This design comes from an exercise in tuning for small area and a short achievable clock period on the open sky130 flow, not from production work.
No functional check of the RTL was part of any run shown here.

## flow/constraint.sdc

```tcl
create_clock -name core_clock -period 10.0 [get_ports {clk}]
set_input_delay 2.0000 -clock core_clock [delete_from_list [all_inputs] [get_ports {clk}]]
set_output_delay 2.0000 -clock core_clock [all_outputs]
set_load 0.01 [all_outputs]
```

## flow/config.mk

```make
export PLATFORM = sky130hd
export DESIGN_NAME = ConvEngine
export DESIGN_NICKNAME = ConvEngine
export VERILOG_FILES = /design/flow/design.v
export SDC_FILE = /design/flow/constraint.sdc
export NUM_CORES = 4
export LEC_CHECK = 0
export ABC_CLOCK_PERIOD_IN_PS = 2500
export CAP_MARGIN = 20
export CORE_MARGIN = 2
export CORE_UTILIZATION = 40
export SETUP_SLACK_MARGIN = 4.5
export SLEW_MARGIN = 20
```

## flow/design.v

```verilog
module ConvEngine (
    input         clk,
    input         rst,
    input  [31:0] DMAport,
    input         acc_enable,
    input         acc_clear,
    output [31:0] result
);
  reg  [23:0] R0, R1, R2, R3, R4, R5;
  reg  [5:0]  z;               
  reg  [2:0]  lr;              
  reg  [17:0] P0, P1, P2;      
  reg  [31:0] acc_s, acc_c;    
  wire       wr  = DMAport[7];
  wire [2:0] sel = DMAport[2:0];
  wire [23:0] data = DMAport[31:8];
  wire       valid = wr & (sel < 3'd6);
  always @(posedge clk) begin
    if (wr) begin
      case (sel)
        3'd0: R0 <= data;
        3'd1: R1 <= data;
        3'd2: R2 <= data;
        3'd3: R3 <= data;
        3'd4: R4 <= data;
        3'd5: R5 <= data;
        default: ;
      endcase
    end
  end
  wire [2:0] lrn = valid ? ((sel == 3'd0 || sel == 3'd3) ? 3'b001 :
                            (sel == 3'd1 || sel == 3'd4) ? 3'b010 : 3'b100) : lr;
  wire [5:0] zn = z & ~({5'd0, valid} << sel);
  always @(posedge clk or posedge rst) begin
    if (rst) begin
      z <= 6'b111111;
      lr <= 3'b001;
    end else begin
      z <= zn;
      lr <= lrn;
    end
  end
  wire       wp = valid & (sel < 3'd3);      
  wire       wk = valid & (sel >= 3'd3);     
  wire [2:0] qp = {3{~wp}} & lrn & ~z[2:0];
  wire [2:0] qk = {3{~wk}} & lrn & ~z[5:3];
  wire [23:0] xp_n = ({24{wp}} & data) | ({24{qp[0]}} & R0) | ({24{qp[1]}} & R1) | ({24{qp[2]}} & R2);
  wire [23:0] xk_n = ({24{wk}} & data) | ({24{qk[0]}} & R3) | ({24{qk[1]}} & R4) | ({24{qk[2]}} & R5);
  wire [11:0] bo_n, bt_n, bn_n;
  genvar gm, gi;
  generate
    for (gm = 0; gm < 3; gm = gm + 1) begin : enc
      wire [7:0] k = xk_n[16 - 8 * gm +: 8];
      wire [8:0] kx = {k, 1'b0};
      for (gi = 0; gi < 4; gi = gi + 1) begin : dig
        assign bo_n[4 * gm + gi] = kx[2 * gi + 1] ^ kx[2 * gi];
        assign bt_n[4 * gm + gi] = (kx[2 * gi + 2] ^ kx[2 * gi + 1]) & ~(kx[2 * gi + 1] ^ kx[2 * gi]);
        assign bn_n[4 * gm + gi] = kx[2 * gi + 2];
      end
    end
  endgenerate
  wire [1:0] bc_n = xk_n[23] + xk_n[15] + xk_n[7];
  wire [2:0] zzn = zn[2:0] & zn[5:3];
  wire [2:0] xsn = {1'b0, lrn[0], ~lrn[0]};
  wire [2:0] ysn = {~lrn[2], lrn[2], 1'b0};
  reg  [23:0] XP;
  reg  [11:0] bo, bt, bn;
  reg  [1:0]  bc;
  reg  [2:0]  sx, sy;
  reg         sxc, syc;
  always @(posedge clk or posedge rst) begin
    if (rst) begin
      XP <= 24'd0;
      bo <= 12'd0;
      bt <= 12'd0;
      bn <= 12'd0;
      bc <= 2'd0;
      sx <= 3'd0;
      sy <= 3'd0;
      sxc <= 1'b1;
      syc <= 1'b1;
    end else begin
      XP <= xp_n;
      bo <= bo_n;
      bt <= bt_n;
      bn <= bn_n;
      bc <= bc_n;
      sx <= xsn & ~zzn;
      sy <= ysn & ~zzn;
      sxc <= |(xsn & zzn);
      syc <= |(ysn & zzn);
    end
  end
  wire [23:0] pix = XP;
  wire [17:0] X = ({18{sx[0]}} & P0) | ({18{sx[1]}} & P1) | ({18{sx[2]}} & P2) | {sxc, 17'd0};
  wire [17:0] Y = ({18{sy[1]}} & P1) | ({18{sy[2]}} & P2) | {syc, 17'd0};
  wire [31:0] early;
  wire n1 = (((bo[0] & pix[16])) ^ bn[0]);
  wire n2 = (((bo[0] & pix[17]) | (bt[0] & pix[16])) ^ bn[0]);
  wire n3 = (((bo[0] & pix[18]) | (bt[0] & pix[17])) ^ bn[0]);
  wire n4 = (((bo[0] & pix[19]) | (bt[0] & pix[18])) ^ bn[0]);
  wire n5 = (((bo[0] & pix[20]) | (bt[0] & pix[19])) ^ bn[0]);
  wire n6 = (((bo[0] & pix[21]) | (bt[0] & pix[20])) ^ bn[0]);
  wire n7 = (((bo[0] & pix[22]) | (bt[0] & pix[21])) ^ bn[0]);
  wire n8 = (((bo[0] & pix[23]) | (bt[0] & pix[22])) ^ bn[0]);
  wire n9 = ~(((bo[0] & pix[23]) | (bt[0] & pix[23])) ^ bn[0]);
  wire n10 = (((bo[1] & pix[16])) ^ bn[1]);
  wire n11 = (((bo[1] & pix[17]) | (bt[1] & pix[16])) ^ bn[1]);
  wire n12 = (((bo[1] & pix[18]) | (bt[1] & pix[17])) ^ bn[1]);
  wire n13 = (((bo[1] & pix[19]) | (bt[1] & pix[18])) ^ bn[1]);
  wire n14 = (((bo[1] & pix[20]) | (bt[1] & pix[19])) ^ bn[1]);
  wire n15 = (((bo[1] & pix[21]) | (bt[1] & pix[20])) ^ bn[1]);
  wire n16 = (((bo[1] & pix[22]) | (bt[1] & pix[21])) ^ bn[1]);
  wire n17 = (((bo[1] & pix[23]) | (bt[1] & pix[22])) ^ bn[1]);
  wire n18 = ~(((bo[1] & pix[23]) | (bt[1] & pix[23])) ^ bn[1]);
  wire n19 = (((bo[2] & pix[16])) ^ bn[2]);
  wire n20 = (((bo[2] & pix[17]) | (bt[2] & pix[16])) ^ bn[2]);
  wire n21 = (((bo[2] & pix[18]) | (bt[2] & pix[17])) ^ bn[2]);
  wire n22 = (((bo[2] & pix[19]) | (bt[2] & pix[18])) ^ bn[2]);
  wire n23 = (((bo[2] & pix[20]) | (bt[2] & pix[19])) ^ bn[2]);
  wire n24 = (((bo[2] & pix[21]) | (bt[2] & pix[20])) ^ bn[2]);
  wire n25 = (((bo[2] & pix[22]) | (bt[2] & pix[21])) ^ bn[2]);
  wire n26 = (((bo[2] & pix[23]) | (bt[2] & pix[22])) ^ bn[2]);
  wire n27 = ~(((bo[2] & pix[23]) | (bt[2] & pix[23])) ^ bn[2]);
  wire n28 = (((bo[3] & pix[16])) ^ bn[3]);
  wire n29 = (((bo[3] & pix[17]) | (bt[3] & pix[16])) ^ bn[3]);
  wire n30 = (((bo[3] & pix[18]) | (bt[3] & pix[17])) ^ bn[3]);
  wire n31 = (((bo[3] & pix[19]) | (bt[3] & pix[18])) ^ bn[3]);
  wire n32 = (((bo[3] & pix[20]) | (bt[3] & pix[19])) ^ bn[3]);
  wire n33 = (((bo[3] & pix[21]) | (bt[3] & pix[20])) ^ bn[3]);
  wire n34 = (((bo[3] & pix[22]) | (bt[3] & pix[21])) ^ bn[3]);
  wire n35 = (((bo[3] & pix[23]) | (bt[3] & pix[22])) ^ bn[3]);
  wire n36 = ~(((bo[3] & pix[23]) | (bt[3] & pix[23])) ^ bn[3]);
  wire n37 = (((bo[4] & pix[8])) ^ bn[4]);
  wire n38 = (((bo[4] & pix[9]) | (bt[4] & pix[8])) ^ bn[4]);
  wire n39 = (((bo[4] & pix[10]) | (bt[4] & pix[9])) ^ bn[4]);
  wire n40 = (((bo[4] & pix[11]) | (bt[4] & pix[10])) ^ bn[4]);
  wire n41 = (((bo[4] & pix[12]) | (bt[4] & pix[11])) ^ bn[4]);
  wire n42 = (((bo[4] & pix[13]) | (bt[4] & pix[12])) ^ bn[4]);
  wire n43 = (((bo[4] & pix[14]) | (bt[4] & pix[13])) ^ bn[4]);
  wire n44 = (((bo[4] & pix[15]) | (bt[4] & pix[14])) ^ bn[4]);
  wire n45 = ~(((bo[4] & pix[15]) | (bt[4] & pix[15])) ^ bn[4]);
  wire n46 = (((bo[5] & pix[8])) ^ bn[5]);
  wire n47 = (((bo[5] & pix[9]) | (bt[5] & pix[8])) ^ bn[5]);
  wire n48 = (((bo[5] & pix[10]) | (bt[5] & pix[9])) ^ bn[5]);
  wire n49 = (((bo[5] & pix[11]) | (bt[5] & pix[10])) ^ bn[5]);
  wire n50 = (((bo[5] & pix[12]) | (bt[5] & pix[11])) ^ bn[5]);
  wire n51 = (((bo[5] & pix[13]) | (bt[5] & pix[12])) ^ bn[5]);
  wire n52 = (((bo[5] & pix[14]) | (bt[5] & pix[13])) ^ bn[5]);
  wire n53 = (((bo[5] & pix[15]) | (bt[5] & pix[14])) ^ bn[5]);
  wire n54 = ~(((bo[5] & pix[15]) | (bt[5] & pix[15])) ^ bn[5]);
  wire n55 = (((bo[6] & pix[8])) ^ bn[6]);
  wire n56 = (((bo[6] & pix[9]) | (bt[6] & pix[8])) ^ bn[6]);
  wire n57 = (((bo[6] & pix[10]) | (bt[6] & pix[9])) ^ bn[6]);
  wire n58 = (((bo[6] & pix[11]) | (bt[6] & pix[10])) ^ bn[6]);
  wire n59 = (((bo[6] & pix[12]) | (bt[6] & pix[11])) ^ bn[6]);
  wire n60 = (((bo[6] & pix[13]) | (bt[6] & pix[12])) ^ bn[6]);
  wire n61 = (((bo[6] & pix[14]) | (bt[6] & pix[13])) ^ bn[6]);
  wire n62 = (((bo[6] & pix[15]) | (bt[6] & pix[14])) ^ bn[6]);
  wire n63 = ~(((bo[6] & pix[15]) | (bt[6] & pix[15])) ^ bn[6]);
  wire n64 = (((bo[7] & pix[8])) ^ bn[7]);
  wire n65 = (((bo[7] & pix[9]) | (bt[7] & pix[8])) ^ bn[7]);
  wire n66 = (((bo[7] & pix[10]) | (bt[7] & pix[9])) ^ bn[7]);
  wire n67 = (((bo[7] & pix[11]) | (bt[7] & pix[10])) ^ bn[7]);
  wire n68 = (((bo[7] & pix[12]) | (bt[7] & pix[11])) ^ bn[7]);
  wire n69 = (((bo[7] & pix[13]) | (bt[7] & pix[12])) ^ bn[7]);
  wire n70 = (((bo[7] & pix[14]) | (bt[7] & pix[13])) ^ bn[7]);
  wire n71 = (((bo[7] & pix[15]) | (bt[7] & pix[14])) ^ bn[7]);
  wire n72 = ~(((bo[7] & pix[15]) | (bt[7] & pix[15])) ^ bn[7]);
  wire n73 = (((bo[8] & pix[0])) ^ bn[8]);
  wire n74 = (((bo[8] & pix[1]) | (bt[8] & pix[0])) ^ bn[8]);
  wire n75 = (((bo[8] & pix[2]) | (bt[8] & pix[1])) ^ bn[8]);
  wire n76 = (((bo[8] & pix[3]) | (bt[8] & pix[2])) ^ bn[8]);
  wire n77 = (((bo[8] & pix[4]) | (bt[8] & pix[3])) ^ bn[8]);
  wire n78 = (((bo[8] & pix[5]) | (bt[8] & pix[4])) ^ bn[8]);
  wire n79 = (((bo[8] & pix[6]) | (bt[8] & pix[5])) ^ bn[8]);
  wire n80 = (((bo[8] & pix[7]) | (bt[8] & pix[6])) ^ bn[8]);
  wire n81 = ~(((bo[8] & pix[7]) | (bt[8] & pix[7])) ^ bn[8]);
  wire n82 = (((bo[9] & pix[0])) ^ bn[9]);
  wire n83 = (((bo[9] & pix[1]) | (bt[9] & pix[0])) ^ bn[9]);
  wire n84 = (((bo[9] & pix[2]) | (bt[9] & pix[1])) ^ bn[9]);
  wire n85 = (((bo[9] & pix[3]) | (bt[9] & pix[2])) ^ bn[9]);
  wire n86 = (((bo[9] & pix[4]) | (bt[9] & pix[3])) ^ bn[9]);
  wire n87 = (((bo[9] & pix[5]) | (bt[9] & pix[4])) ^ bn[9]);
  wire n88 = (((bo[9] & pix[6]) | (bt[9] & pix[5])) ^ bn[9]);
  wire n89 = (((bo[9] & pix[7]) | (bt[9] & pix[6])) ^ bn[9]);
  wire n90 = ~(((bo[9] & pix[7]) | (bt[9] & pix[7])) ^ bn[9]);
  wire n91 = (((bo[10] & pix[0])) ^ bn[10]);
  wire n92 = (((bo[10] & pix[1]) | (bt[10] & pix[0])) ^ bn[10]);
  wire n93 = (((bo[10] & pix[2]) | (bt[10] & pix[1])) ^ bn[10]);
  wire n94 = (((bo[10] & pix[3]) | (bt[10] & pix[2])) ^ bn[10]);
  wire n95 = (((bo[10] & pix[4]) | (bt[10] & pix[3])) ^ bn[10]);
  wire n96 = (((bo[10] & pix[5]) | (bt[10] & pix[4])) ^ bn[10]);
  wire n97 = (((bo[10] & pix[6]) | (bt[10] & pix[5])) ^ bn[10]);
  wire n98 = (((bo[10] & pix[7]) | (bt[10] & pix[6])) ^ bn[10]);
  wire n99 = ~(((bo[10] & pix[7]) | (bt[10] & pix[7])) ^ bn[10]);
  wire n100 = (((bo[11] & pix[0])) ^ bn[11]);
  wire n101 = (((bo[11] & pix[1]) | (bt[11] & pix[0])) ^ bn[11]);
  wire n102 = (((bo[11] & pix[2]) | (bt[11] & pix[1])) ^ bn[11]);
  wire n103 = (((bo[11] & pix[3]) | (bt[11] & pix[2])) ^ bn[11]);
  wire n104 = (((bo[11] & pix[4]) | (bt[11] & pix[3])) ^ bn[11]);
  wire n105 = (((bo[11] & pix[5]) | (bt[11] & pix[4])) ^ bn[11]);
  wire n106 = (((bo[11] & pix[6]) | (bt[11] & pix[5])) ^ bn[11]);
  wire n107 = (((bo[11] & pix[7]) | (bt[11] & pix[6])) ^ bn[11]);
  wire n108 = ~(((bo[11] & pix[7]) | (bt[11] & pix[7])) ^ bn[11]);
  wire n109 = bn[2] ^ bn[6] ^ bn[10];
  wire n110 = (bn[2] & bn[6]) | (bn[2] & bn[10]) | (bn[6] & bn[10]);
  wire n111 = n5 ^ n12;
  wire n112 = n5 & n12;
  wire n113 = n6 ^ n13 ^ n20;
  wire n114 = (n6 & n13) | (n6 & n20) | (n13 & n20);
  wire n115 = bc[0] ^ n7 ^ n14;
  wire n116 = (bc[0] & n7) | (bc[0] & n14) | (n7 & n14);
  wire n117 = n21 ^ n28 ^ n43;
  wire n118 = (n21 & n28) | (n21 & n43) | (n28 & n43);
  wire n119 = n50 ^ n57;
  wire n120 = n50 & n57;
  wire n121 = bc[1] ^ n8 ^ n15;
  wire n122 = (bc[1] & n8) | (bc[1] & n15) | (n8 & n15);
  wire n123 = n22 ^ n29 ^ n44;
  wire n124 = (n22 & n29) | (n22 & n44) | (n29 & n44);
  wire n125 = n51 ^ n58 ^ n65;
  wire n126 = (n51 & n58) | (n51 & n65) | (n58 & n65);
  wire n127 = n80 ^ n87;
  wire n128 = n80 & n87;
  wire n129 = 1'b1 ^ n9 ^ n16;
  wire n130 = (1'b1 & n9) | (1'b1 & n16) | (n9 & n16);
  wire n131 = n23 ^ n30 ^ n45;
  wire n132 = (n23 & n30) | (n23 & n45) | (n30 & n45);
  wire n133 = n52 ^ n59 ^ n66;
  wire n134 = (n52 & n59) | (n52 & n66) | (n59 & n66);
  wire n135 = n81 ^ n88 ^ n95;
  wire n136 = (n81 & n88) | (n81 & n95) | (n88 & n95);
  wire n137 = n17 ^ n24 ^ n31;
  wire n138 = (n17 & n24) | (n17 & n31) | (n24 & n31);
  wire n139 = n53 ^ n60 ^ n67;
  wire n140 = (n53 & n60) | (n53 & n67) | (n60 & n67);
  wire n141 = n18 ^ n25 ^ n32;
  wire n142 = (n18 & n25) | (n18 & n32) | (n25 & n32);
  wire n143 = bn[1] ^ bn[5] ^ bn[9];
  wire n144 = (bn[1] & bn[5]) | (bn[1] & bn[9]) | (bn[5] & bn[9]);
  wire n145 = n3 ^ n10;
  wire n146 = n3 & n10;
  wire n147 = n4 ^ n11 ^ n40;
  wire n148 = (n4 & n11) | (n4 & n40) | (n11 & n40);
  wire n149 = n19 ^ n41 ^ n48;
  wire n150 = (n19 & n41) | (n19 & n48) | (n41 & n48);
  wire n151 = n55 ^ n77 ^ n84;
  wire n152 = (n55 & n77) | (n55 & n84) | (n77 & n84);
  wire n153 = n42 ^ n49 ^ n56;
  wire n154 = (n42 & n49) | (n42 & n56) | (n49 & n56);
  wire n155 = n78 ^ n85 ^ n92;
  wire n156 = (n78 & n85) | (n78 & n92) | (n85 & n92);
  wire n157 = n110 ^ n112;
  wire n158 = n110 & n112;
  wire n159 = n64 ^ n79 ^ n86;
  wire n160 = (n64 & n79) | (n64 & n86) | (n79 & n86);
  wire n161 = n93 ^ n100 ^ n119;
  wire n162 = (n93 & n100) | (n93 & n119) | (n100 & n119);
  wire n163 = n114 ^ n115 ^ n117;
  wire n164 = (n114 & n115) | (n114 & n117) | (n115 & n117);
  wire n165 = n94 ^ n101 ^ n120;
  wire n166 = (n94 & n101) | (n94 & n120) | (n101 & n120);
  wire n167 = n127 ^ n116 ^ n118;
  wire n168 = (n127 & n116) | (n127 & n118) | (n116 & n118);
  wire n169 = n121 ^ n123 ^ n125;
  wire n170 = (n121 & n123) | (n121 & n125) | (n123 & n125);
  wire n171 = n102 ^ n128 ^ n122;
  wire n172 = (n102 & n128) | (n102 & n122) | (n128 & n122);
  wire n173 = n124 ^ n126 ^ n129;
  wire n174 = (n124 & n126) | (n124 & n129) | (n126 & n129);
  wire n175 = n131 ^ n133 ^ n135;
  wire n176 = (n131 & n133) | (n131 & n135) | (n133 & n135);
  wire n177 = n89 ^ n96 ^ n103;
  wire n178 = (n89 & n96) | (n89 & n103) | (n96 & n103);
  wire n179 = n130 ^ n132 ^ n134;
  wire n180 = (n130 & n132) | (n130 & n134) | (n132 & n134);
  wire n181 = n136 ^ n137 ^ n139;
  wire n182 = (n136 & n137) | (n136 & n139) | (n137 & n139);
  wire n183 = n54 ^ n61 ^ n68;
  wire n184 = (n54 & n61) | (n54 & n68) | (n61 & n68);
  wire n185 = n90 ^ n97 ^ n104;
  wire n186 = (n90 & n97) | (n90 & n104) | (n97 & n104);
  wire n187 = n138 ^ n140 ^ n141;
  wire n188 = (n138 & n140) | (n138 & n141) | (n140 & n141);
  wire n189 = n26 ^ n33 ^ n62;
  wire n190 = (n26 & n33) | (n26 & n62) | (n33 & n62);
  wire n191 = n69 ^ n98 ^ n105;
  wire n192 = (n69 & n98) | (n69 & n105) | (n98 & n105);
  wire n193 = n27 ^ n34 ^ n63;
  wire n194 = (n27 & n34) | (n27 & n63) | (n34 & n63);
  wire n195 = bn[0] ^ bn[4] ^ bn[8];
  wire n196 = (bn[0] & bn[4]) | (bn[0] & bn[8]) | (bn[4] & bn[8]);
  wire n197 = n39 ^ n46 ^ n75;
  wire n198 = (n39 & n46) | (n39 & n75) | (n46 & n75);
  wire n199 = n47 ^ n76 ^ n83;
  wire n200 = (n47 & n76) | (n47 & n83) | (n76 & n83);
  wire n201 = n144 ^ n146;
  wire n202 = n144 & n146;
  wire n203 = n91 ^ n109 ^ n111;
  wire n204 = (n91 & n109) | (n91 & n111) | (n109 & n111);
  wire n205 = n148 ^ n149 ^ n151;
  wire n206 = (n148 & n149) | (n148 & n151) | (n149 & n151);
  wire n207 = n150 ^ n152 ^ n153;
  wire n208 = (n150 & n152) | (n150 & n153) | (n152 & n153);
  wire n209 = n155 ^ n113 ^ n157;
  wire n210 = (n155 & n113) | (n155 & n157) | (n113 & n157);
  wire n211 = n154 ^ n156 ^ n159;
  wire n212 = (n154 & n156) | (n154 & n159) | (n156 & n159);
  wire n213 = n158 ^ n161 ^ n163;
  wire n214 = (n158 & n161) | (n158 & n163) | (n161 & n163);
  wire n215 = n160 ^ n165 ^ n162;
  wire n216 = (n160 & n165) | (n160 & n162) | (n165 & n162);
  wire n217 = n167 ^ n164 ^ n169;
  wire n218 = (n167 & n164) | (n167 & n169) | (n164 & n169);
  wire n219 = n166 ^ n168 ^ n171;
  wire n220 = (n166 & n168) | (n166 & n171) | (n168 & n171);
  wire n221 = n170 ^ n173 ^ n175;
  wire n222 = (n170 & n173) | (n170 & n175) | (n173 & n175);
  wire n223 = n177 ^ n172 ^ n179;
  wire n224 = (n177 & n172) | (n177 & n179) | (n172 & n179);
  wire n225 = n174 ^ n176 ^ n181;
  wire n226 = (n174 & n176) | (n174 & n181) | (n176 & n181);
  wire n227 = n178 ^ n183 ^ n185;
  wire n228 = (n178 & n183) | (n178 & n185) | (n183 & n185);
  wire n229 = n180 ^ n182 ^ n187;
  wire n230 = (n180 & n182) | (n180 & n187) | (n182 & n187);
  wire n231 = n142 ^ n184 ^ n186;
  wire n232 = (n142 & n184) | (n142 & n186) | (n184 & n186);
  wire n233 = n189 ^ n191 ^ n188;
  wire n234 = (n189 & n191) | (n189 & n188) | (n191 & n188);
  wire n235 = n70 ^ n99 ^ n106;
  wire n236 = (n70 & n99) | (n70 & n106) | (n99 & n106);
  wire n237 = n190 ^ n192 ^ n193;
  wire n238 = (n190 & n192) | (n190 & n193) | (n192 & n193);
  wire n239 = n35 ^ n71 ^ n107;
  wire n240 = (n35 & n71) | (n35 & n107) | (n71 & n107);
  wire n241 = n1 ^ n37;
  wire n242 = n1 & n37;
  wire n243 = n2 ^ n38 ^ n74;
  wire n244 = (n2 & n38) | (n2 & n74) | (n38 & n74);
  wire n245 = n82 ^ n143 ^ n145;
  wire n246 = (n82 & n143) | (n82 & n145) | (n143 & n145);
  wire n247 = n198 ^ n199 ^ n147;
  wire n248 = (n198 & n199) | (n198 & n147) | (n199 & n147);
  wire n249 = n200 ^ n202 ^ n203;
  wire n250 = (n200 & n202) | (n200 & n203) | (n202 & n203);
  wire n251 = n204 ^ n206 ^ n207;
  wire n252 = (n204 & n206) | (n204 & n207) | (n206 & n207);
  wire n253 = n208 ^ n211 ^ n210;
  wire n254 = (n208 & n211) | (n208 & n210) | (n211 & n210);
  wire n255 = n212 ^ n215 ^ n214;
  wire n256 = (n212 & n215) | (n212 & n214) | (n215 & n214);
  wire n257 = n216 ^ n219 ^ n218;
  wire n258 = (n216 & n219) | (n216 & n218) | (n219 & n218);
  wire n259 = n220 ^ n223 ^ n222;
  wire n260 = (n220 & n223) | (n220 & n222) | (n223 & n222);
  wire n261 = n227 ^ n224 ^ n226;
  wire n262 = (n227 & n224) | (n227 & n226) | (n224 & n226);
  wire n263 = n231 ^ n228 ^ n233;
  wire n264 = (n231 & n228) | (n231 & n233) | (n228 & n233);
  wire n265 = n235 ^ n232 ^ n237;
  wire n266 = (n235 & n232) | (n235 & n237) | (n232 & n237);
  wire n267 = n194 ^ n236 ^ n239;
  wire n268 = (n194 & n236) | (n194 & n239) | (n236 & n239);
  wire n269 = n36 ^ n72 ^ n108;
  wire n270 = (n36 & n72) | (n36 & n108) | (n72 & n108);
  wire n271 = n73 ^ n195;
  wire n272 = n73 & n195;
  wire n273 = n196 ^ n242 ^ n243;
  wire n274 = (n196 & n242) | (n196 & n243) | (n242 & n243);
  wire n275 = n244 ^ n197 ^ n245;
  wire n276 = (n244 & n197) | (n244 & n245) | (n197 & n245);
  wire n277 = n201 ^ n246 ^ n247;
  wire n278 = (n201 & n246) | (n201 & n247) | (n246 & n247);
  wire n279 = n248 ^ n205 ^ n249;
  wire n280 = (n248 & n205) | (n248 & n249) | (n205 & n249);
  wire n281 = n209 ^ n250 ^ n251;
  wire n282 = (n209 & n250) | (n209 & n251) | (n250 & n251);
  wire n283 = n252 ^ n253 ^ n213;
  wire n284 = (n252 & n253) | (n252 & n213) | (n253 & n213);
  wire n285 = n254 ^ n217 ^ n255;
  wire n286 = (n254 & n217) | (n254 & n255) | (n217 & n255);
  wire n287 = n221 ^ n256 ^ n257;
  wire n288 = (n221 & n256) | (n221 & n257) | (n256 & n257);
  wire n289 = n225 ^ n258 ^ n259;
  wire n290 = (n225 & n258) | (n225 & n259) | (n258 & n259);
  wire n291 = n229 ^ n260 ^ n261;
  wire n292 = (n229 & n260) | (n229 & n261) | (n260 & n261);
  wire n293 = n230 ^ n262 ^ n263;
  wire n294 = (n230 & n262) | (n230 & n263) | (n262 & n263);
  wire n295 = n234 ^ n265 ^ n264;
  wire n296 = (n234 & n265) | (n234 & n264) | (n265 & n264);
  wire n297 = n238 ^ n267 ^ n266;
  wire n298 = (n238 & n267) | (n238 & n266) | (n267 & n266);
  wire n299 = n240 ^ n269 ^ n268;
  wire n300 = (n240 & n269) | (n240 & n268) | (n269 & n268);
  wire [18:0] t1a = {1'b0, 1'b0, 1'b1, n270, n299, n297, n295, n293, n291, n289, n287, n285, n283, n281, n279, n277, n275, n273, n271};
  wire [18:0] t1b = {1'b0, 1'b0, 1'b0, n300, n298, n296, n294, n292, n290, n288, n286, n284, n282, n280, n278, n276, n274, n272, n241};
  wire n301 = acc_s[17] ^ acc_c[17];
  wire n302 = acc_s[17] & acc_c[17];
  wire n303 = acc_s[0] ^ acc_c[0];
  wire n304 = acc_s[0] & acc_c[0];
  wire n305 = acc_s[1] ^ acc_c[1] ^ X[1];
  wire n306 = (acc_s[1] & acc_c[1]) | (acc_s[1] & X[1]) | (acc_c[1] & X[1]);
  wire n307 = acc_s[2] ^ acc_c[2] ^ X[2];
  wire n308 = (acc_s[2] & acc_c[2]) | (acc_s[2] & X[2]) | (acc_c[2] & X[2]);
  wire n309 = acc_s[3] ^ acc_c[3] ^ X[3];
  wire n310 = (acc_s[3] & acc_c[3]) | (acc_s[3] & X[3]) | (acc_c[3] & X[3]);
  wire n311 = acc_s[4] ^ acc_c[4] ^ X[4];
  wire n312 = (acc_s[4] & acc_c[4]) | (acc_s[4] & X[4]) | (acc_c[4] & X[4]);
  wire n313 = acc_s[5] ^ acc_c[5] ^ X[5];
  wire n314 = (acc_s[5] & acc_c[5]) | (acc_s[5] & X[5]) | (acc_c[5] & X[5]);
  wire n315 = acc_s[6] ^ acc_c[6] ^ X[6];
  wire n316 = (acc_s[6] & acc_c[6]) | (acc_s[6] & X[6]) | (acc_c[6] & X[6]);
  wire n317 = acc_s[7] ^ acc_c[7] ^ X[7];
  wire n318 = (acc_s[7] & acc_c[7]) | (acc_s[7] & X[7]) | (acc_c[7] & X[7]);
  wire n319 = acc_s[8] ^ acc_c[8] ^ X[8];
  wire n320 = (acc_s[8] & acc_c[8]) | (acc_s[8] & X[8]) | (acc_c[8] & X[8]);
  wire n321 = acc_s[9] ^ acc_c[9] ^ X[9];
  wire n322 = (acc_s[9] & acc_c[9]) | (acc_s[9] & X[9]) | (acc_c[9] & X[9]);
  wire n323 = acc_s[10] ^ acc_c[10] ^ X[10];
  wire n324 = (acc_s[10] & acc_c[10]) | (acc_s[10] & X[10]) | (acc_c[10] & X[10]);
  wire n325 = acc_s[11] ^ acc_c[11] ^ X[11];
  wire n326 = (acc_s[11] & acc_c[11]) | (acc_s[11] & X[11]) | (acc_c[11] & X[11]);
  wire n327 = acc_s[12] ^ acc_c[12] ^ X[12];
  wire n328 = (acc_s[12] & acc_c[12]) | (acc_s[12] & X[12]) | (acc_c[12] & X[12]);
  wire n329 = acc_s[13] ^ acc_c[13] ^ X[13];
  wire n330 = (acc_s[13] & acc_c[13]) | (acc_s[13] & X[13]) | (acc_c[13] & X[13]);
  wire n331 = acc_s[14] ^ acc_c[14] ^ X[14];
  wire n332 = (acc_s[14] & acc_c[14]) | (acc_s[14] & X[14]) | (acc_c[14] & X[14]);
  wire n333 = acc_s[15] ^ acc_c[15] ^ X[15];
  wire n334 = (acc_s[15] & acc_c[15]) | (acc_s[15] & X[15]) | (acc_c[15] & X[15]);
  wire n335 = acc_s[16] ^ acc_c[16] ^ X[16];
  wire n336 = (acc_s[16] & acc_c[16]) | (acc_s[16] & X[16]) | (acc_c[16] & X[16]);
  wire n337 = 1'b1 ^ X[17] ^ Y[17];
  wire n338 = (1'b1 & X[17]) | (1'b1 & Y[17]) | (X[17] & Y[17]);
  wire n339 = acc_s[18] ^ acc_c[18];
  wire n340 = acc_s[18] & acc_c[18];
  wire n341 = acc_s[19] ^ acc_c[19];
  wire n342 = acc_s[19] & acc_c[19];
  wire n343 = acc_s[20] ^ acc_c[20];
  wire n344 = acc_s[20] & acc_c[20];
  wire n345 = acc_s[21] ^ acc_c[21];
  wire n346 = acc_s[21] & acc_c[21];
  wire n347 = acc_s[22] ^ acc_c[22];
  wire n348 = acc_s[22] & acc_c[22];
  wire n349 = acc_s[23] ^ acc_c[23];
  wire n350 = acc_s[23] & acc_c[23];
  wire n351 = acc_s[24] ^ acc_c[24];
  wire n352 = acc_s[24] & acc_c[24];
  wire n353 = acc_s[25] ^ acc_c[25];
  wire n354 = acc_s[25] & acc_c[25];
  wire n355 = acc_s[26] ^ acc_c[26];
  wire n356 = acc_s[26] & acc_c[26];
  wire n357 = acc_s[27] ^ acc_c[27];
  wire n358 = acc_s[27] & acc_c[27];
  wire n359 = acc_s[28] ^ acc_c[28];
  wire n360 = acc_s[28] & acc_c[28];
  wire n361 = acc_s[29] ^ acc_c[29];
  wire n362 = acc_s[29] & acc_c[29];
  wire n363 = acc_s[30] ^ acc_c[30];
  wire n364 = acc_s[30] & acc_c[30];
  wire n365 = acc_s[31] ^ acc_c[31];
  wire n366 = acc_s[31] & acc_c[31];
  wire n367 = X[0] ^ Y[0];
  wire n368 = X[0] & Y[0];
  wire n369 = Y[1] ^ n304 ^ n305;
  wire n370 = (Y[1] & n304) | (Y[1] & n305) | (n304 & n305);
  wire n371 = Y[2] ^ n306 ^ n307;
  wire n372 = (Y[2] & n306) | (Y[2] & n307) | (n306 & n307);
  wire n373 = Y[3] ^ n308 ^ n309;
  wire n374 = (Y[3] & n308) | (Y[3] & n309) | (n308 & n309);
  wire n375 = Y[4] ^ n310 ^ n311;
  wire n376 = (Y[4] & n310) | (Y[4] & n311) | (n310 & n311);
  wire n377 = Y[5] ^ n312 ^ n313;
  wire n378 = (Y[5] & n312) | (Y[5] & n313) | (n312 & n313);
  wire n379 = Y[6] ^ n314 ^ n315;
  wire n380 = (Y[6] & n314) | (Y[6] & n315) | (n314 & n315);
  wire n381 = Y[7] ^ n316 ^ n317;
  wire n382 = (Y[7] & n316) | (Y[7] & n317) | (n316 & n317);
  wire n383 = Y[8] ^ n318 ^ n319;
  wire n384 = (Y[8] & n318) | (Y[8] & n319) | (n318 & n319);
  wire n385 = Y[9] ^ n320 ^ n321;
  wire n386 = (Y[9] & n320) | (Y[9] & n321) | (n320 & n321);
  wire n387 = Y[10] ^ n322 ^ n323;
  wire n388 = (Y[10] & n322) | (Y[10] & n323) | (n322 & n323);
  wire n389 = Y[11] ^ n324 ^ n325;
  wire n390 = (Y[11] & n324) | (Y[11] & n325) | (n324 & n325);
  wire n391 = Y[12] ^ n326 ^ n327;
  wire n392 = (Y[12] & n326) | (Y[12] & n327) | (n326 & n327);
  wire n393 = Y[13] ^ n328 ^ n329;
  wire n394 = (Y[13] & n328) | (Y[13] & n329) | (n328 & n329);
  wire n395 = Y[14] ^ n330 ^ n331;
  wire n396 = (Y[14] & n330) | (Y[14] & n331) | (n330 & n331);
  wire n397 = Y[15] ^ n332 ^ n333;
  wire n398 = (Y[15] & n332) | (Y[15] & n333) | (n332 & n333);
  wire n399 = Y[16] ^ n334 ^ n335;
  wire n400 = (Y[16] & n334) | (Y[16] & n335) | (n334 & n335);
  wire n401 = n301 ^ n336 ^ n337;
  wire n402 = (n301 & n336) | (n301 & n337) | (n336 & n337);
  wire n403 = n302 ^ n339 ^ n338;
  wire n404 = (n302 & n339) | (n302 & n338) | (n339 & n338);
  wire n405 = 1'b1 ^ n340 ^ n341;
  wire n406 = (1'b1 & n340) | (1'b1 & n341) | (n340 & n341);
  wire n407 = 1'b1 ^ n342 ^ n343;
  wire n408 = (1'b1 & n342) | (1'b1 & n343) | (n342 & n343);
  wire n409 = 1'b1 ^ n344 ^ n345;
  wire n410 = (1'b1 & n344) | (1'b1 & n345) | (n344 & n345);
  wire n411 = 1'b1 ^ n346 ^ n347;
  wire n412 = (1'b1 & n346) | (1'b1 & n347) | (n346 & n347);
  wire n413 = 1'b1 ^ n348 ^ n349;
  wire n414 = (1'b1 & n348) | (1'b1 & n349) | (n348 & n349);
  wire n415 = 1'b1 ^ n350 ^ n351;
  wire n416 = (1'b1 & n350) | (1'b1 & n351) | (n350 & n351);
  wire n417 = 1'b1 ^ n352 ^ n353;
  wire n418 = (1'b1 & n352) | (1'b1 & n353) | (n352 & n353);
  wire n419 = 1'b1 ^ n354 ^ n355;
  wire n420 = (1'b1 & n354) | (1'b1 & n355) | (n354 & n355);
  wire n421 = 1'b1 ^ n356 ^ n357;
  wire n422 = (1'b1 & n356) | (1'b1 & n357) | (n356 & n357);
  wire n423 = 1'b1 ^ n358 ^ n359;
  wire n424 = (1'b1 & n358) | (1'b1 & n359) | (n358 & n359);
  wire n425 = 1'b1 ^ n360 ^ n361;
  wire n426 = (1'b1 & n360) | (1'b1 & n361) | (n360 & n361);
  wire n427 = 1'b1 ^ n362 ^ n363;
  wire n428 = (1'b1 & n362) | (1'b1 & n363) | (n362 & n363);
  wire n429 = 1'b1 ^ n364 ^ n365;
  wire n430 = (1'b1 & n364) | (1'b1 & n365) | (n364 & n365);
  wire [31:0] e_a = {n429, n427, n425, n423, n421, n419, n417, n415, n413, n411, n409, n407, n405, n403, n401, n399, n397, n395, n393, n391, n389, n387, n385, n383, n381, n379, n377, n375, n373, n371, n369, n367};
  wire [31:0] e_b = {n428, n426, n424, n422, n420, n418, n416, n414, n412, n410, n408, n406, n404, n402, n400, n398, n396, n394, n392, n390, n388, n386, n384, n382, n380, n378, n376, n374, n372, n370, n368, n303};
  wire n431 = n271 ^ n241 ^ early[0];
  wire n432 = (n271 & n241) | (n271 & early[0]) | (n241 & early[0]);
  wire n433 = n273 ^ n272 ^ early[1];
  wire n434 = (n273 & n272) | (n273 & early[1]) | (n272 & early[1]);
  wire n435 = n275 ^ n274 ^ early[2];
  wire n436 = (n275 & n274) | (n275 & early[2]) | (n274 & early[2]);
  wire n437 = n277 ^ n276 ^ early[3];
  wire n438 = (n277 & n276) | (n277 & early[3]) | (n276 & early[3]);
  wire n439 = n279 ^ n278 ^ early[4];
  wire n440 = (n279 & n278) | (n279 & early[4]) | (n278 & early[4]);
  wire n441 = n281 ^ n280 ^ early[5];
  wire n442 = (n281 & n280) | (n281 & early[5]) | (n280 & early[5]);
  wire n443 = n283 ^ n282 ^ early[6];
  wire n444 = (n283 & n282) | (n283 & early[6]) | (n282 & early[6]);
  wire n445 = n285 ^ n284 ^ early[7];
  wire n446 = (n285 & n284) | (n285 & early[7]) | (n284 & early[7]);
  wire n447 = n287 ^ n286 ^ early[8];
  wire n448 = (n287 & n286) | (n287 & early[8]) | (n286 & early[8]);
  wire n449 = n289 ^ n288 ^ early[9];
  wire n450 = (n289 & n288) | (n289 & early[9]) | (n288 & early[9]);
  wire n451 = n291 ^ n290 ^ early[10];
  wire n452 = (n291 & n290) | (n291 & early[10]) | (n290 & early[10]);
  wire n453 = n293 ^ n292 ^ early[11];
  wire n454 = (n293 & n292) | (n293 & early[11]) | (n292 & early[11]);
  wire n455 = n295 ^ n294 ^ early[12];
  wire n456 = (n295 & n294) | (n295 & early[12]) | (n294 & early[12]);
  wire n457 = n297 ^ n296 ^ early[13];
  wire n458 = (n297 & n296) | (n297 & early[13]) | (n296 & early[13]);
  wire n459 = n299 ^ n298 ^ early[14];
  wire n460 = (n299 & n298) | (n299 & early[14]) | (n298 & early[14]);
  wire n461 = n270 ^ n300 ^ early[15];
  wire n462 = (n270 & n300) | (n270 & early[15]) | (n300 & early[15]);
  wire n463 = 1'b1 ^ early[16];
  wire n464 = 1'b1 & early[16];
  wire [31:0] t2a = {early[31], early[30], early[29], early[28], early[27], early[26], early[25], early[24], early[23], early[22], early[21], early[20], early[19], early[18], n464, n462, n460, n458, n456, n454, n452, n450, n448, n446, n444, n442, n440, n438, n436, n434, n432, n431};
  wire [31:0] t2b = {1'b0, 1'b0, 1'b0, 1'b0, 1'b0, 1'b0, 1'b0, 1'b0, 1'b0, 1'b0, 1'b0, 1'b0, 1'b0, 1'b0, early[17], n463, n461, n459, n457, n455, n453, n451, n449, n447, n445, n443, n441, n439, n437, n435, n433, 1'b0};
  assign early = e_a + e_b;
  wire [17:0] dres = t1a[17:0] + t1b[17:0];
  always @(posedge clk) begin
    if (lr[0]) P0 <= dres;
    if (lr[1]) P1 <= dres;
    if (lr[2]) P2 <= dres;
  end
  always @(posedge clk or posedge rst) begin
    if (rst) begin
      acc_s <= 32'd0;
      acc_c <= 32'd0;
    end else if (acc_clear) begin
      acc_s <= 32'd0;
      acc_c <= 32'd0;
    end else if (acc_enable) begin
      acc_s <= t2a;
      acc_c <= t2b;
    end
  end
  assign result = acc_s + acc_c;
endmodule
```

## flow/run.sh

```bash
#!/bin/bash
# synth_recipe.tcl (not shown) runs the flow's synth.tcl, then flattens the netlist and writes it again
# the make line also repeats each setting of config.mk as NAME=value (left out here)
make -C /OpenROAD-flow-scripts/flow DESIGN_CONFIG=/design/flow/config.mk WORK_HOME=/design/flow/orfs CLKGATE_MAP_FILE= SYNTH_SCRIPT=/design/flow/synth_recipe.tcl finish
```

==> impl_metrics.json, run 1 <==
{
  "synthArstFlopShare_pct": 38.9,
  "r2r_cells": 19,
  "core_um2": 51300,
  "synth_top_cell_by_area": "edfxtp_1",
  "grt.overflow.total": 0,
  "max_stage_delay_ns": 0.55,
  "cp-start-kind": "flop",
  "num_rows": 83,
  "outcome": "complete, no violations",
  "critical_path_class": "flop to output pin",
  "cp_max_fo": 6,
  "clk_latency_ns": 0.56,
  "dieHeight_um": 232,
  "rsz0062_at_grt": "true",
  "gp_congestion": 0.920,
  "cts.reportedPaths.clkPinSlew_ns": 0.06,
  "grt_pass1_wl_um": 74200,
  "yosysTopAreaCellShare_pct": 28.6,
  "max_freq_mhz": 185,
  "antenna_found_initial": 0,
  "holdCritPathClass": "flop to flop",
  "final_common_cell": "inv_1",
  "syn_area_per_cell_um2": 11.4,
  "required_ns": 8.00,
  "syn_area_um2": 20800,
  "tightestPinTransition_ns": 1.01,
  "seq_area_frac_synth_pct": 43.9,
  "final_layout_size_suffix_gt1_share_pct": 14.2,
  "final_cell_mix": "inv_1, edfxtp_1, a22oi_1, fa_1",
  "whs_ns": 0.464,
  "ys_top_cells_by_area": "edfxtp_1, dfrtp_1, fa_1",
  "pre_cts_ws_ns": 4.23,
  "layout_min_cycle_time_ns": 5.40,
  "maxCapViolCount": 0,
  "die_area_um2": 53700,
  "synthCells": 1827,
  "synth-main-ff-cell": "edfxtp_1",
  "crit_path_cell_trace": "ha_1, a21oi_2, a21oi_1, a31oi_2, a31oi_2, a21oi_2, o21ai_2, and3_4, and4_1, xnor2_1, clkdlybuf4s50_1",
  "slowest_stage": "clkdlybuf4s50_1",
  "antennaDiodeCount": 0,
  "grtUsageTotal_pct": 17.5,
  "clock_sinks": 324,
  "critical_path_buf_inv_count": 1,
  "setup_viol": 0,
  "cts_hold_buf": 0,
  "tns_ns": 0,
  "fin_skew_ns": 0.0205,
  "cp.depth": 11,
  "grt_pass1_vias": 13600,
  "worst_slack_ns": 4.60,
  "ant_nets": 0,
  "critical-path-top-delay-family": "compound AO/OA/AOI/OAI gates",
  "drc_errors": 0,
  "min_path_cells": 2,
  "cts_tree": "built",
  "syn_nets": 2089,
  "h-tree-depth": 2,
  "hold_viol": 0,
  "synth_cell_types": 76,
  "die_w_um": 232,
  "nNetsFinal": 2121,
  "synth_edf_count": 198,
  "syn2layout_area_growth_pct": 14.3,
  "synth-seq-cells": 324,
  "cp_data_arrival_time_ns": 3.40,
  "wl_per_cell_um": 18.1,
  "clock_path_buffers": 3,
  "grt_max_degree": 76,
  "relSlewSlack_pct": 32.6,
  "cts_buffers": 37,
  "finalCritPeriodShare_pct": 54.0,
  "hpwl_um": 34100,
  "wl_um": 46400,
  "vias": 13400,
  "cts_root_buf": "clkbuf_16",
  "drt-pass1-iter-count": 5,
  "slew_viol_final": 0,
  "boundaryPins": 68,
  "drt-vias-per-instance": 5.22,
  "end_kind": "output pin",
  "io_buffers": 63,
  "drtIter0Drc": 841,
  "nFillCells": 4767,
  "start_util_pct": 40.5,
  "ys_warn_count": 1
}
path summary, 6_finish.rpt:
kind,startpoint,end,slack (ns)
min in group asynchronous,rst,lr[2],1.98
max,acc_s[9],result[30],4.60
max in group asynchronous,rst,acc_s[23],6.77
min,R1[16],XP[16],0.46
min reg2reg,R1[16],XP[16],0.46
max reg2reg,XP[10],P1[15],4.71
timing repair:
action	CTS	global route
pin swaps	3	18
setup endpoints to repair	27	32
gates resized for setup	31	91
buffers inserted	1	23
routing by layer:
layer | track usage (%) | routed length [um] | vias up
met5 | 0 | 0 | -
met4 | 5.61 | 1220 | 0
met2 | 27.9 | 21500 | 258
met3 | 2.10 | 1660 | 67
met1 | 24.9 | 22100 | 6653
li1 | - | - | 6416
cell type report:
type,count,area (um2),area share (%)
multi-input combinational,1163,10700,45.0
sequential,324,9170,38.7
inverter,232,873,3.68
clock inverter,18,191,0.807
clock buffer,50,1070,4.49
tap,680,851,3.59
timing repair buffer,101,892,3.76
sequential cells by signal, indices dropped and copies added (netlist names), 17 cells and up:
| register | cells |
|---|---|
| P0 | 18 |
| P1 | 18 |
| P2 | 18 |
| R0 | 24 |
| R1 | 24 |
| R2 | 24 |
| R3 | 24 |
| R4 | 24 |
| R5 | 24 |
| XP | 24 |
| acc_c | 17 |
| acc_s | 32 |
worst min-delay path, stage by stage (launching register included):
cell	delay, ns
edfxtp_1	0.32
a22oi_1	0.06
nand2_1	0.05
synthesized netlist by cell type (16+ instances only):
master / instances
fa_1: 138
nand2_1: 99
ha_1: 88
nor2_1: 85
a22o_1: 39
a221oi_2: 17
a211oi_1: 27
o21ai_0: 36
nor2b_1: 16
nand2b_1: 17
a21oi_1: 55
dfrtp_1: 117
o21ai_1: 18
a22oi_1: 148
clkbuf_1: 92
nand3_1: 28
mux2i_1: 20
a21o_1: 19
inv_1: 223
edfxtp_1: 198
xor2_1: 84
xnor2_1: 101
metrics by stage:
stage	cells	util [%]	cell area [um2]
floorplan	1827	-	20800
global placement	2476	42.8	22000
detailed placement	2476	42.8	22000
CTS	2545	45.4	23300
global route	2568	46.2	23700
finish	2568	46.2	23700
logic make-up (layout without fill, tap and decap cells):
kind of cell | Yosys count | count (layout) | share of synthesized area [%]
adders and majority gates | 226 | 226 | 18.6
and+or+nand+nor | 300 | 300 | 6.79
AOI/OAI and AO/OA | 431 | 431 | 15.6
DFF | 324 | 324 | 43.9
muxes | 21 | 21 | 1.02
xor gates and xnor gates | 185 | 185 | 7.81
buffers and inverters | 340 | 401 | 6.32
==> run 2: changes to the inputs <==
--- a/flow/design.v
+++ b/flow/design.v
@@ -9,7 +9,6 @@
   reg  [23:0] R0, R1, R2, R3, R4, R5;
   reg  [5:0]  z;               
   reg  [2:0]  lr;              
-  reg  [17:0] P0, P1, P2;      
   reg  [31:0] acc_s, acc_c;    
   wire       wr  = DMAport[7];
   wire [2:0] sel = DMAport[2:0];
@@ -60,14 +59,9 @@
     end
   endgenerate
   wire [1:0] bc_n = xk_n[23] + xk_n[15] + xk_n[7];
-  wire [2:0] zzn = zn[2:0] & zn[5:3];
-  wire [2:0] xsn = {1'b0, lrn[0], ~lrn[0]};
-  wire [2:0] ysn = {~lrn[2], lrn[2], 1'b0};
   reg  [23:0] XP;
   reg  [11:0] bo, bt, bn;
   reg  [1:0]  bc;
-  reg  [2:0]  sx, sy;
-  reg         sxc, syc;
   always @(posedge clk or posedge rst) begin
     if (rst) begin
       XP <= 24'd0;
@@ -75,25 +69,15 @@
       bt <= 12'd0;
       bn <= 12'd0;
       bc <= 2'd0;
-      sx <= 3'd0;
-      sy <= 3'd0;
-      sxc <= 1'b1;
-      syc <= 1'b1;
     end else begin
       XP <= xp_n;
       bo <= bo_n;
       bt <= bt_n;
       bn <= bn_n;
       bc <= bc_n;
-      sx <= xsn & ~zzn;
-      sy <= ysn & ~zzn;
-      sxc <= |(xsn & zzn);
-      syc <= |(ysn & zzn);
     end
   end
   wire [23:0] pix = XP;
-  wire [17:0] X = ({18{sx[0]}} & P0) | ({18{sx[1]}} & P1) | ({18{sx[2]}} & P2) | {sxc, 17'd0};
-  wire [17:0] Y = ({18{sy[1]}} & P1) | ({18{sy[2]}} & P2) | {syc, 17'd0};
   wire [31:0] early;
   wire n1 = (((bo[0] & pix[16])) ^ bn[0]);
   wire n2 = (((bo[0] & pix[17]) | (bt[0] & pix[16])) ^ bn[0]);
@@ -567,10 +551,19 @@
   wire [31:0] t2b = {1'b0, 1'b0, 1'b0, 1'b0, 1'b0, 1'b0, 1'b0, 1'b0, 1'b0, 1'b0, 1'b0, 1'b0, 1'b0, 1'b0, early[17], n463, n461, n459, n457, n455, n453, n451, n449, n447, n445, n443, n441, n439, n437, n435, n433, 1'b0};
   assign early = e_a + e_b;
   wire [17:0] dres = t1a[17:0] + t1b[17:0];
-  always @(posedge clk) begin
-    if (lr[0]) P0 <= dres;
-    if (lr[1]) P1 <= dres;
-    if (lr[2]) P2 <= dres;
+  reg  [17:0] X, Y;
+  wire [2:0] lc = ~(lr | lrn);                      
+  wire       c_in_x = (lc[0] | (lc[1] & lrn[2]));   
+  wire [17:0] pc = c_in_x ? X : Y;
+  wire       a_low = (lr[0] | (lr[1] & lc[2]));     
+  always @(posedge clk or posedge rst) begin
+    if (rst) begin
+      X <= 18'h20000;
+      Y <= 18'h20000;
+    end else if (lrn != lr) begin
+      X <= a_low ? dres : pc;
+      Y <= a_low ? pc : dres;
+    end
   end
   always @(posedge clk or posedge rst) begin
     if (rst) begin
==> run 2 against run 1 <==
  * Clock skew is 0.0067 ns lower
  * Register-to-register slack hardly changed
  * Via count is 1.5% higher
  * Global-route usage is 1.1 points higher
  * Final area is 4.7% lower
==> impl_metrics.json, run 2 <==
{
  "outcome": "complete, no violations",
  "synth-adder-area-share_pct": 19.7,
  "cts_tree": "built",
  "syn2layout_area_growth_pct": 12.8,
  "die_area_um2": 51900,
  "final_common_cell": "inv_1",
  "cp-startpoint": "acc_s[2]",
  "tns_ns": 0,
  "synthXorXnorAreaFrac_pct": 8.17,
  "synthArstFlopShare_pct": 52.0,
  "antennaDiodeCount": 0,
  "muxShareOfSynthArea_pct": 1.85,
  "synth_top_family_by_area": "adder cells",
  "nFillCells": 4625,
  "ys_top_cells_by_area": "edfxtp_1, dfrtp_1, fa_1",
  "cp_max_fo": 4,
  "whs_ns": 0.444,
  "tightestPinTransition_ns": 0.929,
  "final_layout_size_suffix_gt1_share_pct": 10.4,
  "maxCapViolCount": 0,
  "synth_top_cell_by_area": "edfxtp_1",
  "rsz0062_at_grt": "false",
  "ant_nets": 0,
  "ys_warn_count": 1,
  "wl_met2_um": 22100,
  "setup_viol": 0,
  "hpwl_um": 35300,
  "hold_viol": 0,
  "largest-register": "acc_s",
  "largest_reg_flops": 32,
  "drt-pass1-iter-count": 7,
  "vias": 13600,
  "yosysTopAreaCellShare_pct": 21.6,
  "max_freq_mhz": 187,
  "seq_area_frac_synth_pct": 41.1,
  "die_w_um": 228,
  "relSlewSlack_pct": 37.4,
  "grt.overflow.total": 0,
  "layout_min_cycle_time_ns": 5.34,
  "critical_path_class": "flop to output pin",
  "required_ns": 8.00,
  "routed.top_layer": "met4",
  "wl_met3_um": 2350,
  "wl_um": 47700,
  "drc_errors": 0,
  "clock_path_buffers": 3,
  "wl_per_cell_um": 18.8,
  "start_util_pct": 40.3,
  "clock_sinks": 300,
  "dieHeight_um": 228,
  "finalNonFillerCells": 2533,
  "h-tree-depth": 2,
  "grtUsageTotal_pct": 18.6,
  "synth_compound_area_share_pct": 16.1,
  "boundaryPins": 68,
  "nNetsFinal": 2101,
  "synth_edf_count": 144,
  "final_cell_mix": "inv_1, edfxtp_1, fa_1, nand2_1, dfrtp_1",
  "drt-vias-per-instance": 5.37,
  "slowest_stage": "dfrtp_2",
  "syn_area_um2": 20000,
  "clk_latency_ns": 0.56,
  "cp-start-kind": "flop",
  "grt_max_degree": 72,
  "dpl.cell_count": 2454,
  "holdCritPathClass": "flop to flop",
  "end_kind": "output pin",
  "io_buffers": 63,
  "synth-main-ff-cell": "dfrtp_1",
  "cts.reportedPaths.clkPinSlew_ns": 0.06,
  "cts_root_buf": "clkbuf_16",
  "yosysMostFrequentCell": "inv_1",
  "finalCritPeriodShare_pct": 53.4,
  "synth_common_cells": "inv_1, dfrtp_1, edfxtp_1",
  "gp_congestion": 0.896,
  "wl_met1_um": 22200,
  "num_rows": 82,
  "worstReg2RegStart": "XP[9]",
  "syn_nets": 2076,
  "grt_pass1_wl_um": 77300,
  "min_from": "R0[10]",
  "slew_viol_final": 0,
  "syn_area_per_cell_um2": 11.1,
  "drtIter0Drc": 1112,
  "cp_data_arrival_time_ns": 3.34,
  "grt_pass1_vias": 13800,
  "antenna_found_initial": 0,
  "max_stage_delay_ns": 0.44,
  "fin_skew_ns": 0.0138,
  "synth-simple-area-share_pct": 7.30,
  "synthCells": 1809,
  "synth_cell_types": 87,
  "synth-seq-cells": 300,
  "crit_path_cell_trace": "ha_1, a21o_1, a21oi_2, o21ai_1, a2111oi_2, o21ba_2, o21ai_1, a21o_1, buf_4, nand3_1, xnor2_1, dlygate4sd2_1",
  "cts_buffers": 35,
  "core_um2": 49800
}
[run 2: worst paths after layout]
check                        endpoint  slack [ns]  cells after the start
max                        result[28]        4.66                     12
min                            XP[10]        0.44                      2
max reg2reg                     Y[11]        4.70                     18
min reg2reg                    XP[10]        0.44                      2
max in group asynchronous       bn[1]        6.63                      3
min in group asynchronous        X[0]        1.95                      2
[run 2: kinds of logic (layout without fill, tap and decap cells)]
| kind of cell | after synthesis | after routing |
|---|---|---|
| buf+inv | 292 | 344 |
| fa+ha+maj | 231 | 231 |
| simple gates | 320 | 320 |
| compound gates | 442 | 442 |
| mux | 37 | 37 |
| xor+xnor | 187 | 187 |
| flops | 300 | 300 |
[run 2: layer usage]
metal / vias to the layer above / GRT usage (%)
met4: 0 / 5.59
met1: 6761 / 26.4
met2: 361 / 30.0
met3: 65 / 2.28
met5: - / 0
li1: 6414 / -
[run 2: cell type report]
class	count	area, um2	area share [%]
clock buffer	50	993	4.39
clock inverter	14	164	0.725
sequential	300	8270	36.6
timing repair buffer	98	868	3.84
tap	672	841	3.72
inverter	182	687	3.04
multi-input combinational	1217	10800	47.7
[run 2: critical path, delay by kind of cell, from the launching register on]
kind	cells	cell delay [ns]
simple gates	1	0.09
xor+xnor	1	0.11
flops	1	0.44
fa+ha+maj	1	0.29
compound gates	7	1.44
buf+inv	2	0.42
[run 2: repair_timing]
item | CTS | global route
setup buffers | 7 | 8
gates resized for setup | 27 | 47
pin swaps | 7 | 6
hold buffers | 0 | 0
setup endpoints to repair | 27 | 24
[run 2: metrics by stage]
step / instance area, um2 / utilization [%] / setup WS, ns
after detailed placement: 21200 / 42.7 / 4.36
after floorplan: 20000 / - / 4.78
final: 22600 / 45.4 / 4.66
after global routing: 22600 / 45.4 / 4.49
after CTS: 22500 / 45.1 / 4.35
after global placement: 21200 / 42.7 / 4.37

-- static timing again, ports no longer ideal --
In the flow no input, the clock included, has a driving cell. The finished layouts below were timed again as built, in two steps.
Step 1, drivers: a clkbuf_16 drives clk and a buf_2 each remaining input, both assumed.
Step 2 times the ports against the registers' clock, not the clock port: input delays grow and output delays shrink by t, the midpoint of the rising clock arrivals with the driver on.
a / b / c = ideal / step 1 / step 2; a / b = the first two.
| run | shift t [ns] | setup slack, ns | hold slack, ns | clock arrival spread, ns | slew at the worst register clock pin (ns) |
|---|---|---|---|---|---|
| run 1 | 0.595 | 4.602 / 4.552 / 4.589 | 0.464 / 0.464 / 0.464 | 0.020 / 0.020 | 0.06 / 0.06 |
| run 2 | 0.611 | 4.662 / 4.602 / 4.643 | 0.444 / 0.444 / 0.444 | 0.014 / 0.013 | 0.06 / 0.06 |
After both steps every run listed still meets setup and hold. The setup slack of run 2, which loses most, moves by -0.060 ns with the drivers and by -0.019 ns with both steps.
